Source: an optimization exercise on an open RTL-to-GDS flow (aim: small area and a short achievable clock period). Production flows keep margins and buffers that such runs may drop. RTL that was checked went through simulation tests only; none was proved equivalent to the original. For run 1, only the layout was checked, not whether the RTL still works.

==> flow/design.v, too long to show whole: its modules and the start of the top module <==
// module Horner: 1253 lines
module Horner(input clk,
              input rst,
              input [31:0] x,
              input [31:0] cn,
              output wire [31:0] z);
  // ...
==> flow/flow/run.sh <==
#!/bin/bash
# Standard layout, with one netlist clean-up between synthesis and floorplan:
# fixinv.py removes the inverters synthesis leaves between full adders
# (a full adder is self-dual, so flipping its polarity needs no inverters).
set -euo pipefail
R=orfs/results/$FLOW_PLATFORM/Horner/base
bash standard.sh synth > synth.log 2>&1
cp $R/1_2_yosys.v $R/1_2_yosys.std.v
python3 flow/fixinv.py $R/1_2_yosys.std.v $R/1_2_yosys.v > fixinv.log 2>&1
rm -f $R/1_synth.odb $R/1_synth.sdc
bash standard.sh finish > layout.log 2>&1
==> flow/flow/fixinv.py <==
#!/usr/bin/env python3
"""Remove the inverters that synthesis leaves between full adders.

A full adder is self-dual: FA(~a, ~b, ~c) = (~cout, ~sum).  Each full adder
may therefore be flipped (take complemented inputs, give complemented
outputs) without changing what the circuit computes.  This chooses flips
that minimise the inverters needed, removes the plain inverters and adds
back one inverter per signal that still needs its complement.

usage: fixinv.py IN.v OUT.v
"""
import re, sys, collections, os
NOXOR = os.environ.get("NOXOR") == "1"   # debugging: flip full adders only

INV = "sky130_fd_sc_hd__inv_1"
FA = re.compile(r"sky130_fd_sc_hd__fa_\d+$")
FA_IN, FA_OUT = ("A", "B", "CIN"), ("COUT", "SUM")
OUT_PINS = {"X", "Y", "Q", "Q_N", "SUM", "COUT", "HI", "LO"}

src = open(sys.argv[1]).read()
src = re.sub(r"\(\*.*?\*\)", "", src, flags=re.S)
m = re.search(r"\bmodule\b.*?\bendmodule\b", src, re.S)
body = m.group(0)

inst_re = re.compile(r"^\s*(sky130_fd_sc_hd__\w+)\s+(\S+)\s*\((.*?)\);\s*$", re.S | re.M)
pin_re = re.compile(r"\.(\w+)\(\s*([^()]*?)\s*\)")
cells = []
for im in inst_re.finditer(body):
    pins = [(p, n) for p, n in pin_re.findall(im.group(3))]
    cells.append({"type": im.group(1), "name": im.group(2), "pins": pins, "span": im.span()})

locked = set()
for am in re.finditer(r"^\s*assign\s+(.*?);", body, re.M | re.S):
    for tok in re.findall(r"\\\S+|[A-Za-z_][\w$]*(?:\s*\[\d+\])?", am.group(1)):
        locked.add(re.sub(r"\s+", "", tok))
for dm in re.finditer(r"^\s*(input|output|inout)\b(.*?);", body, re.M | re.S):
    for tok in re.findall(r"\\\S+|[A-Za-z_][\w$]*", dm.group(2)):
        locked.add(tok)
def base(n):
    return re.sub(r"\s*\[\d+\]$", "", n)
def is_locked(n):
    return n in locked or base(n) in locked

driver = {}
for c in cells:
    for p, n in c["pins"]:
        if p in OUT_PINS:
            driver[n] = (c, p)

# removable inverters: plain inverters whose nets are not locked
removable = set()
for c in cells:
    if c["type"] == INV:
        d = dict(c["pins"])
        if not is_locked(d["Y"]) and not is_locked(d["A"]):
            removable.add(c["name"])
inv_in = {}
for c in cells:
    if c["name"] in removable:
        d = dict(c["pins"])
        inv_in[d["Y"]] = d["A"]

def trace(n):
    p = 0
    while n in inv_in:
        n = inv_in[n]; p ^= 1
    return n, p

XO = re.compile(r"sky130_fd_sc_hd__x(n?)or2_(\d+)$")
fas = [c for c in cells if FA.match(c["type"]) or (XO.match(c["type"]) and not NOXOR)]
fa_idx = {c["name"]: i for i, c in enumerate(fas)}
flip = [0] * len(fas)
lockfa = [0] * len(fas)
root_fa = {}
for i, c in enumerate(fas):
    for p, n in c["pins"]:
        if p in FA_OUT or (p in ("X", "Y") and XO.match(c["type"])):
            root_fa[n] = i
            if is_locked(n):
                lockfa[i] = 1

# consumers: (cell index, pin index, root, parity, fa index or -1)
cons = []
by_root = collections.defaultdict(list)
fa_cons = collections.defaultdict(list)
for ci, c in enumerate(cells):
    if c["name"] in removable:
        continue
    for pi, (p, n) in enumerate(c["pins"]):
        if p in OUT_PINS or n == "" or n.startswith("1'"):
            continue
        r, par = trace(n)
        j = fa_idx.get(c["name"], -1) if (p in FA_IN and FA.match(c["type"])) else -1
        k = len(cons)
        cons.append((ci, pi, r, par, j))
        by_root[r].append(k)
        if j >= 0:
            fa_cons[j].append(k)

def need(k):
    ci, pi, r, par, j = cons[k]
    q = par
    if r in root_fa:
        q ^= flip[root_fa[r]]
    if j >= 0:
        q ^= flip[j]
    return q

def root_cost(r):
    return 1 if any(need(k) for k in by_root[r]) else 0

def fa_roots(i):
    rs = set(cons[k][2] for k in fa_cons[i])
    for p, n in fas[i]["pins"]:
        if p in FA_OUT or (p in ("X", "Y") and XO.match(fas[i]["type"])):
            rs.add(n)
    return rs

import random
random.seed(1)
before = sum(root_cost(r) for r in by_root)
order = [i for i in range(len(fas)) if not lockfa[i]]
cur = before
best = (cur, list(flip))
T = 1.0
for it in range(60000):
    i = random.choice(order)
    rs = fa_roots(i)
    old = sum(root_cost(r) for r in rs)
    flip[i] ^= 1
    new = sum(root_cost(r) for r in rs)
    d = new - old
    if d <= 0 or random.random() < pow(2.718, -d / T):
        cur += d
        if cur < best[0]:
            best = (cur, list(flip))
    else:
        flip[i] ^= 1
    T = max(0.05, T * 0.9999)
flip = best[1]
improved = True
passes = 0
while improved and passes < 50:
    improved = False; passes += 1
    for i in range(len(fas)):
        if lockfa[i]:
            continue
        rs = fa_roots(i)
        old = sum(root_cost(r) for r in rs)
        flip[i] ^= 1
        new = sum(root_cost(r) for r in rs)
        if new < old:
            improved = True
        else:
            flip[i] ^= 1
after = sum(root_cost(r) for r in by_root)

# rewrite
newpins = {ci: list(c["pins"]) for ci, c in enumerate(cells)}
invnet = {}
for k in range(len(cons)):
    ci, pi, r, par, j = cons[k]
    if need(k):
        if r not in invnet:
            invnet[r] = f"fixinv_{len(invnet)}"
        net = invnet[r]
    else:
        net = r
    p, _ = newpins[ci][pi]
    newpins[ci][pi] = (p, net)
# flipped full adders need no pin change: their outputs keep their nets,
# which now carry the complement, and consumers were resolved above.

out = []
pos = 0
for ci, c in enumerate(cells):
    s, e = c["span"]
    out.append(body[pos:s])
    pos = e
    if c["name"] in removable:
        continue
    pins = ",\n".join(f"    .{p}({n})" for p, n in newpins[ci])
    ty = c["type"]
    xm = XO.match(ty)
    if xm and c["name"] in fa_idx and flip[fa_idx[c["name"]]]:
        ty = f"sky130_fd_sc_hd__x{'' if xm.group(1) else 'n'}or2_{xm.group(2)}"
        opin = "X" if xm.group(1) else "Y"     # xor2 drives X, xnor2 drives Y
        pins = ",\n".join(f"    .{opin if p in ('X', 'Y') else p}({n})" for p, n in newpins[ci])
    out.append(f"  {ty} {c['name']} (\n{pins}\n  );\n")
rest = body[pos:]
extra = []
for r, n in invnet.items():
    extra.append(f"  wire {n};\n")
for r, n in invnet.items():
    extra.append(f"  {INV} {n}_cell (\n    .A({r}),\n    .Y({n})\n  );\n")
rest = rest.replace("endmodule", "".join(extra) + "endmodule", 1)
newbody = "".join(out) + rest
open(sys.argv[2], "w").write(src[:m.start()] + newbody + src[m.end():])
print(f"fixinv: {len(fas)} full adders/xors, {sum(flip)} flipped; "
      f"{len(removable)} inverters removed, {len(invnet)} added "
      f"(cost {before} -> {after}, {passes} passes)")
==> flow/standard.sh <==
#!/bin/bash
# synth_recipe.tcl (not shown) runs the flow's synth.tcl, then flattens the netlist and writes it again
# the make line also repeats each setting of config.mk as NAME=value (left out here)
make -C /OpenROAD-flow-scripts/flow DESIGN_CONFIG=/design/flow/config.mk WORK_HOME=/design/flow/orfs CLKGATE_MAP_FILE= SYNTH_SCRIPT=/design/flow/synth_recipe.tcl "${@:-finish}"
==> flow/config.mk <==
export PLATFORM = sky130hd
export DESIGN_NAME = Horner
export DESIGN_NICKNAME = Horner
export VERILOG_FILES = /design/flow/design.v
export SDC_FILE = /design/flow/constraint.sdc
export NUM_CORES = 4
export LEC_CHECK = 0
export CAP_MARGIN = 20
export CORE_MARGIN = 2
export CORE_UTILIZATION = 60
export PLACE_DENSITY = 0.7
export SETUP_SLACK_MARGIN = 2.5
export SLEW_MARGIN = 20
==> flow/constraint.sdc <==
create_clock -name core_clock -period 8.5 [get_ports {clk}]
set_input_delay 1.7000 -clock core_clock [delete_from_list [all_inputs] [get_ports {clk}]]
set_output_delay 1.7000 -clock core_clock [all_outputs]
set_load 0.01 [all_outputs]
==> results.yml, run 1 <==
cells_and_area:
  finalNetCount: 1883
  final_core_util: 0.732
  seq-cell-share: 0.0595
  nonClkBufAreaFrac: 0.123
  inv_count: 91
critical_path:
  cp_slowest_cell: "sky130_fd_sc_hd__fa_2"
  worstSetupEndpointType: "flip-flop"
  timing.critical_path.arrival_ps: 6220
  startpoint: "a6_1"
  worst-path-max-fanout: 5
sta:
  worst_pin_slew_ps: 805
  rsz_0062_raised_after_global_routing: "yes"
  slew_headroom: 0.461
drt:
  met3RoutedLength_microns: 5050
  topRoutingLayerUsed: "met4"
clock_tree:
  clkSlewWorstSetupHoldPaths_ps: 80
  cts_resized: 161
  post_cts_buffers: 37
global_route:
  globalRouteOverflowTotal: 0
placed_design:
  detailed_place.area_sq_mm: 0.0149
status:
  status: "no timing/DRC/antenna violations"
die:
  start_util: 0.608
==> run 2, diff against run 1 <==
--- a/flow/design.v
+++ b/flow/design.v
@@ -47,16 +47,23 @@
     reg  a28_1;
     reg  a29_0;
     reg  a29_1;
     reg  a30_0;
     reg  a30_1;
     reg  a31_0;
     reg  a31_1;
     reg  a31_2;
+    reg  a31_3;
+    reg  a31_4;
+    reg  a31_5;
+    reg  a31_6;
+    reg  a31_7;
+    reg  a31_8;
+    reg  a31_9;
     wire [31:0] acc;
     wire [31:0] cq = cn & {32{~rst}};
     assign z = acc;
     wire [31:0] am = acc & {32{~rst}};
     wire p6 = a6_0 ^ a6_1;
     wire g6 = a6_0 & a6_1;
     wire p10 = a10_0 ^ a10_1;
     wire g10 = a10_0 & a10_1;
@@ -81,17 +88,17 @@
     wire p27 = a27_0 ^ a27_1;
     wire g27 = a27_0 & a27_1;
     wire p28 = a28_0 ^ a28_1;
     wire g28 = a28_0 & a28_1;
     wire p29 = a29_0 ^ a29_1;
     wire g29 = a29_0 & a29_1;
     wire p30 = a30_0 ^ a30_1;
     wire g30 = a30_0 & a30_1;
-    wire p31 = a31_0 ^ a31_1 ^ a31_2;
+    wire p31 = a31_0 ^ a31_1 ^ a31_2 ^ a31_3 ^ a31_4 ^ a31_5 ^ a31_6 ^ a31_7 ^ a31_8 ^ a31_9;
     wire G1_1 = 1'b0 | (a1_0 & 1'b0);
     wire G1_2 = 1'b0 | (a2_0 & 1'b0);
     wire P1_2 = a2_0 & a1_0;
     wire G1_3 = 1'b0 | (a3_0 & 1'b0);
     wire P1_3 = a3_0 & a2_0;
     wire G1_4 = 1'b0 | (a4_0 & 1'b0);
     wire P1_4 = a4_0 & a3_0;
     wire G1_5 = 1'b0 | (a5_0 & 1'b0);
@@ -1183,27 +1190,20 @@
     wire t11 = t5 ^ t6;
     wire t12 = t7 ^ t8;
     wire t13 = t9 ^ t10;
     wire t14 = t11 ^ t12;
     wire t15 = t13 ^ t14;
     wire t16 = fc226 ^ fc227;
     wire t17 = fc228 ^ fc229;
     wire t18 = fc230 ^ fc231;
-    wire t19 = t16 ^ t17;
-    wire t20 = t18 ^ t19;
-    wire t21 = fc232 ^ fc233;
-    wire t22 = fc234 ^ t20;
-    wire t23 = t21 ^ t22;
-    wire t24 = fc235 ^ fc236;
-    wire t25 = t23 ^ t24;
-    wire t26 = t25 ^ fc237;
-    wire t27 = fc238 ^ t26;
-    wire t28 = t27 ^ fc239;
-    wire t29 = t28 ^ fc240;
+    wire t19 = fc232 ^ fc233;
+    wire t20 = fc234 ^ fc235;
+    wire t21 = fc236 ^ fc237;
+    wire t22 = fc238 ^ fc239;
     always @(posedge clk) begin
         a0_0 <= fs0;
         a1_0 <= fs1;
         a2_0 <= fs3;
         a3_0 <= fs5;
         a4_0 <= fs8;
         a5_0 <= fs11;
         a6_0 <= hs0;
@@ -1241,13 +1241,20 @@
         a27_0 <= hc10;
         a27_1 <= hs11;
         a28_0 <= hc11;
         a28_1 <= hs12;
         a29_0 <= hc12;
         a29_1 <= hs13;
         a30_0 <= hc13;
         a30_1 <= hs14;
-        a31_0 <= t15;
-        a31_1 <= t29;
-        a31_2 <= hc14;
+        a31_0 <= t16;
+        a31_1 <= t17;
+        a31_2 <= t18;
+        a31_3 <= t15;
+        a31_4 <= t19;
+        a31_5 <= t20;
+        a31_6 <= t21;
+        a31_7 <= t22;
+        a31_8 <= fc240;
+        a31_9 <= hc14;
     end
 endmodule
==> run 2 against run 1 <==
Against the previous run: sequential share of layout area grew 0.91 points; cell count fell by 0.77%; setup slack gained 34 ps; critical path depth down 4; area after synthesis fell by 0.36%; via count down 0.58%; global-route usage shrank 0.68 points; non-clock buffer count rose by 12; routed wire length fell by 0.25%; critical endpoint is now a30_1; largest cell class unchanged.
==> results.yml, run 2 <==
drt:
  first_pass_iters: 6
  wl_per_cell_microns: 25.1
  routed_wirelength_microns: 45300
  drc: 0
  detailroute.via_count: 11700
  detailedRoute.firstIterationViolations: 1474
  detail_route.vias_per_cell: 6.48
  detail-route-antenna-nets: 0
critical_path:
  worst_setup_path_start_kind: "flip-flop"
  cp_slowest_cell: "sky130_fd_sc_hd__fa_1"
  worst-path-max-fanout: 4
  cp.buffers_inverters: 2
  criticalPathCategory: "flip-flop to flip-flop"
  worst_path_dominant_cell_family: "adder cells"
  worst_path_most_repeated_cell: "sky130_fd_sc_hd__fa_1"
  timing.critical_path.arrival_ps: 6190
  cp_slowest_stage_delay_ps: 490
  cp_cell_sequence: "ha_4 -> nand4_4 -> buf_4 -> o21ai_4 -> nand3_4 -> a21oi_4 -> o21ai_1 -> a21boi_2 -> or3_4 -> and2_4 -> mux2_2 -> a22oi_2 -> fa_1 -> fa_1 -> fa_2 -> fa_2 -> fa_1 -> inv_1 -> fa_1 -> ha_1"
  worstSetupEndpointType: "flip-flop"
  critical_path_required_ps: 8710
cells_and_area:
  layout.cells.most_common_list: "221 x sky130_fd_sc_hd__fa_1, 216 x sky130_fd_sc_hd__a22oi_1, 150 x sky130_fd_sc_hd__xnor2_1"
  final_cell_count_no_fill: 1803
  syn_to_final_growth_pct: 20.0
  finalNetCount: 1869
  final_non_filler_cell_area_sq_mm: 0.0164
  final_core_util: 0.728
  layout.cells.most_common: "sky130_fd_sc_hd__fa_1"
  drive_gt1_frac: 0.179
  antenna_cells: 0
  nFillCells: 1666
sta:
  final.min_clock_period_ps: 5980
  slew_headroom: 0.324
  final.setup.worst_slack_ps: 2520
  worst_hold_slack_ps: 595
  fin_setup_tns_ps: 0
  final_hold_viol_count: 0
  setup_viol: 0
  final_max_slew_viol_count: 0
  max_freq_mhz: 167
  final.setup_skew_ps: 10.4
  worst_pin_slew_ps: 1010
  final.period_utilization: 0.704
  rsz_0062_raised_after_global_routing: "yes"
placed_design:
  placedCellCount: 1726
  detailed_place.area_sq_mm: 0.0149
  post_placement_worst_setup_slack_ps: 1490
  portBuffers: 97
  gp_congestion: 0.942
  dpl.hpwl_microns: 32900
synthesis:
  postSynthCellCount: 1436
  mappedNetlistArea_sq_mm: 0.0137
  synthesis.nets: 1788
  synth_area_per_cell_sq_um: 9.51
  ys.warnings.count: 1
global_route:
  grt_usage: 0.378
  grt_pass1_wl_microns: 68000
  number_of_global_route_vias_before_repair: 11800
  pin_count_of_the_biggest_net_entering_global_routing: 65
  globalRouteOverflowTotal: 0
  antenna_found_initial: 0
die:
  number_of_standard_cell_rows_in_the_floorplan: 55
  start_util: 0.607
  floorplan.die.width_microns: 155
  die_area_sq_mm: 0.0240
  die_y_microns: 155
  top_level_ports: 98
  core_area_sq_mm: 0.0225
clock_tree:
  ctsHoldBuffers: 0
  clock_latency_ps: 320
  clock_tree_from_tritoncts: "done"
  cts_root_buf: "sky130_fd_sc_hd__clkbuf_16"
  tritoncts_buffer_count: 5
  cts.sink_count: 56
  cts_max_level: 2
  clock_tree.buffer_depth: 2
  clkSlewWorstSetupHoldPaths_ps: 90
worst_hold_path:
  worstHoldPathType: "flip-flop to flip-flop"
status:
  status: "no timing/DRC/antenna violations"
run:
  drv.max_cap_violation_count: 0
## run 2: worst reg2reg max path, stage by stage, from the launching register on
cell	delay, ps
sky130_fd_sc_hd__dfxtp_2	350
sky130_fd_sc_hd__ha_4	300
sky130_fd_sc_hd__nand4_4	150
sky130_fd_sc_hd__buf_4	190
sky130_fd_sc_hd__o21ai_4	250
sky130_fd_sc_hd__nand3_4	130
sky130_fd_sc_hd__a21oi_4	220
sky130_fd_sc_hd__o21ai_1	120
sky130_fd_sc_hd__a21boi_2	250
sky130_fd_sc_hd__or3_4	200
sky130_fd_sc_hd__and2_4	170
sky130_fd_sc_hd__mux2_2	340
sky130_fd_sc_hd__a22oi_2	170
sky130_fd_sc_hd__fa_1	470
sky130_fd_sc_hd__fa_1	490
sky130_fd_sc_hd__fa_2	410
sky130_fd_sc_hd__fa_2	390
sky130_fd_sc_hd__fa_1	480
sky130_fd_sc_hd__inv_1	50
sky130_fd_sc_hd__fa_1	440
sky130_fd_sc_hd__ha_1	290
## run 2: final timing paths
check                            from     to  slack (ps)  cells past startpoint
worst min register to register   a0_0   a0_0         600                      3
worst min-delay path             a0_0   a0_0         600                      3
worst max-delay path            a13_0  a30_1        2520                     20
worst max register to register  a13_0  a30_1        2520                     20
## run 2: repair_timing
action                     in CTS  in global routing
setup endpoints to repair      35                 21
buffers inserted               44                 21
gates resized for setup       136                 57
cloned                          2                  2
pin swaps                      38                 52
## run 2: metal layers
layer | share of wire | vias to the layer above | track usage
li1 | - | 4928 | -
met1 | 0.39 | 5838 | 0.504
met2 | 0.47 | 761 | 0.619
met3 | 0.095 | 154 | 0.0568
met4 | 0.054 | 0 | 0.158
met5 | 0 | - | 0
## run 2: area by class of cell
cell class / count / area [sq um] / share of cell area
Clock buffer: 5 / 125 / 0.00763
Timing Repair Buffer: 219 / 1990 / 0.122
Tap cell: 285 / 357 / 0.0218
Multi-Input combinational cell: 1144 / 12400 / 0.756
Clock inverter: 3 / 46.3 / 0.00282
Sequential cell: 56 / 1120 / 0.0686
Inverter: 91 / 360 / 0.0220

[afterwards: timing with drivers on the ports]
Ports are ideal in the flow. The routed layouts listed here were re-timed in OpenROAD. Step 1, drivers: a clkbuf_16 drives clk and a buf_2 each remaining input, both assumed. Step 2 moves the port delays by t, midway between the first and last clock arrival at a register: inputs arrive t later, outputs are due t later. That takes back most of the time a late clock gives input paths. Three values: no drivers, after step 1, after step 2; two values: the first two.
| run | t (ns) | slack for setup (ns) | worst setup path after step 2 | worst data-port slew with drivers (ns) | pins driven straight from the clock port |
|---|---|---|---|---|---|
| run 1 | 0.351 | 2.485 / 2.485 / 2.172 | input to register | 0.06 | 1 |
| run 2 | 0.365 | 2.519 / 2.519 / 2.208 | input to register | 0.06 | 1 |
After both steps setup and hold are still met in every run listed. For run 1, which loses most, drivers alone change the setup slack by 0.000 ns; drivers and shift together by -0.313 ns.
